Background: an optimization exercise with open tools, aiming at small area and a short achievable clock period. Do not read the settings as production practice. The RTL was checked by simulation tests, not by an equivalence proof against the original design.

==> run a: inputs <==
// datapath
module datapath(input   logic              clk, reset, kSelect, nEnable, dEnable,
                input   logic       [1:0]  ndSelect,
                input   logic       [15:0] N, D, IA,
                output  logic       [15:0] result);
Settings: LEC_CHECK=0, CAP_MARGIN=20, CORE_MARGIN=2, CORE_UTILIZATION=40, SLEW_MARGIN=20; clock period 22.0 ns.
standard.sh (not shown) runs the stock make flow with config.mk's settings and CLKGATE_MAP_FILE= SYNTH_SCRIPT=/design/flow/synth_recipe.tcl, a recipe that flattens the netlist after the stock synthesis.
==> flow/flow/run.sh <==
#!/bin/bash
# The standard layout, with Yosys's quick ABC pass inside `synth` turned off
# (-noabc) so that extract_fa sees the full adders as written in the RTL.
set -euo pipefail
bash standard.sh SYNTH_ARGS=-noabc finish > standard_flow.log 2>&1
==> inputs of run b, as changes to run a <==
==> flow/run.sh (new file) <==
#!/bin/bash
# synth_recipe.tcl (not shown) runs the flow's synth.tcl, then flattens the netlist and writes it again
# the make line also repeats each setting of config.mk as NAME=value (left out here)
make -C /OpenROAD-flow-scripts/flow DESIGN_CONFIG=/design/flow/config.mk WORK_HOME=/design/flow/orfs CLKGATE_MAP_FILE= SYNTH_SCRIPT=/design/flow/synth_recipe.tcl finish
removed: flow/flow/run.sh
removed: flow/standard.sh
==> comparison table <==
metric                                                  run a       run b
Simple-gate share of the synthesized area               18.4%       16.3%
Multi-Input Combinational                               1,087       1,072
Slack of the worst reg-to-reg path                   13.92 ns    13.35 ns
Share of cell area taken by muxes after synthesis       2.67%       5.07%
Chip Height                                            175 um      184 um
Area share of buffers outside the clock network         7.51%       6.20%
Area added between synthesis and finish                 10.7%       9.52%
Critical path buffers and inverters                         3           5
Met3 wire length                                      2670 um     3080 um
Global-route met2 utilization                           43.2%       43.8%
Core Rows                                                  62          65
Final Critical Period                                11.73 ns    11.95 ns
Status                               timing/DRC/antenna clean  timing/DRC/antenna clean
First-pass GRT wire length                          58,600 um   63,600 um
Instance count on the critical path                        23          25

==> inputs of run C <==
datapath again, from the RTL that the note above started with.
==> flow/config.mk <==
export PLATFORM = sky130hd
export DESIGN_NAME = datapath
export DESIGN_NICKNAME = datapath
export VERILOG_FILES = /design/flow/design.v
export SDC_FILE = /design/flow/constraint.sdc
export NUM_CORES = 4
export LEC_CHECK = 0
export CAP_MARGIN = 20
export CORE_MARGIN = 2
export CORE_UTILIZATION = 40
export SLEW_MARGIN = 20
==> flow/constraint.sdc <==
create_clock -name core_clock -period 22.0 [get_ports {clk}]
set_input_delay 4.4000 -clock core_clock [delete_from_list [all_inputs] [get_ports {clk}]]
set_output_delay 4.4000 -clock core_clock [all_outputs]
set_load 0.01 [all_outputs]
==> flow/flow/run.sh <==
#!/bin/bash
# The standard layout with three changes:
#  - Yosys's quick ABC pass inside `synth` is off (-noabc), so extract_fa
#    sees the full adders as written in the RTL (no inverters between them);
#  - ports are buffered with buf_1 instead of the resizer's default pick;
#  - repair_timing aims for 10.8 ns of setup slack, so that it sizes the
#    critical paths instead of stopping at the (easy) 22 ns clock.
set -euo pipefail
bash standard.sh SYNTH_ARGS=-noabc \
  "BUFFER_PORTS_ARGS=-buffer_cell sky130_fd_sc_hd__buf_1" \
  SETUP_SLACK_MARGIN=10.8 finish > standard_flow.log 2>&1
==> run X (differences from run C) <==
==> flow/flow/run.sh (replaced) <==
#!/bin/bash
# The standard layout (the standard.sh) with these changes:
#  - Yosys's quick ABC pass inside `synth` is off (-noabc), so extract_fa
#    sees the full adders as written in the RTL (no inverters between them);
#  - ports are buffered with buf_1 instead of the resizer's default pick;
#  - repair_timing aims for 11.4 ns of setup slack, so that it sizes the
#    critical paths instead of stopping at the (easy) 22 ns clock; it only
#    resizes and swaps pins (no new buffers, no cloning);
#  - a denser core (70 %) and clkbuf_4 clock buffers.
# Each tool's full log stays in orfs/logs/; make's output is in standard_flow.log.
set -euo pipefail
bash standard.sh SYNTH_ARGS=-noabc \
  "BUFFER_PORTS_ARGS=-buffer_cell sky130_fd_sc_hd__buf_1" \
  SETUP_SLACK_MARGIN=11.4 SETUP_MOVE_SEQUENCE=unbuffer,sizeup,swap \
  finish > standard_flow.log 2>&1
--- a/flow/config.mk
+++ b/flow/config.mk
@@ -8,4 +8,5 @@
 export CAP_MARGIN = 20
 export CORE_MARGIN = 2
-export CORE_UTILIZATION = 40
+export CORE_UTILIZATION = 70
+export CTS_BUF_LIST = sky130_fd_sc_hd__clkbuf_4
 export SLEW_MARGIN = 20
==> summary of the runs <==
- Run X completed with no timing, DRC or antenna violations. Run C completed with no timing, DRC or antenna violations.
- Of run C and run X, run C has the higher non-clock buffer count (gap 5).
- Critical path depth: run X is lower than run C (1).
- In run X the design area is larger than in run C, by 1.8%.
- Utilization: run X is higher than run C (34 points).
- Against run C, the hold slack of run X is higher by 0.027 ns.
- Of run C and run X, run X has the higher via count (gap 4.6%, measured against run X).
- Between run X and run C, the lower first-iteration DRC count is in run C (gap about 4%, measured against run C).

-- re-timing with driven ports --
How much do the figures lean on ideal ports? The routed layouts below were timed once more, with nothing changed but the port constraints. Step 1 sets driving cells, clkbuf_16 on the clock port and buf_2 on the other inputs (assumed; they add their load-dependent delay and slew). Step 2 moves the port delays by t, midway between the first and last clock arrival at a register: inputs arrive t later, outputs are due t later. That takes back most of the time a late clock gives input paths. Slacks: ideal ports / drivers / drivers and shift; pairs: ideal ports / drivers.
run | t (ns) | slack for setup (ns) | hold slack, ns | latest minus earliest clock arrival (ns) | worst slew at a driven data input, ns
run a | 0.312 | 10.269 / 10.282 / 9.969 | 0.508 / 0.508 / 0.508 | 0.004 / 0.003 | 0.05
run b | 0.319 | 10.046 / 10.056 / 9.737 | 0.510 / 0.510 / 0.510 | 0.005 / 0.004 | 0.05
run C | 0.320 | 11.045 / 11.058 / 10.739 | 0.501 / 0.501 / 0.501 | 0.005 / 0.005 | 0.04
run X | 0.394 | 11.535 / 11.515 / 11.122 | 0.528 / 0.528 / 0.528 | 0.009 / 0.009 | 0.05
After both steps every run listed still meets setup and hold. For run X, which loses most, drivers alone change the setup slack by -0.020 ns; drivers and shift together by -0.413 ns.
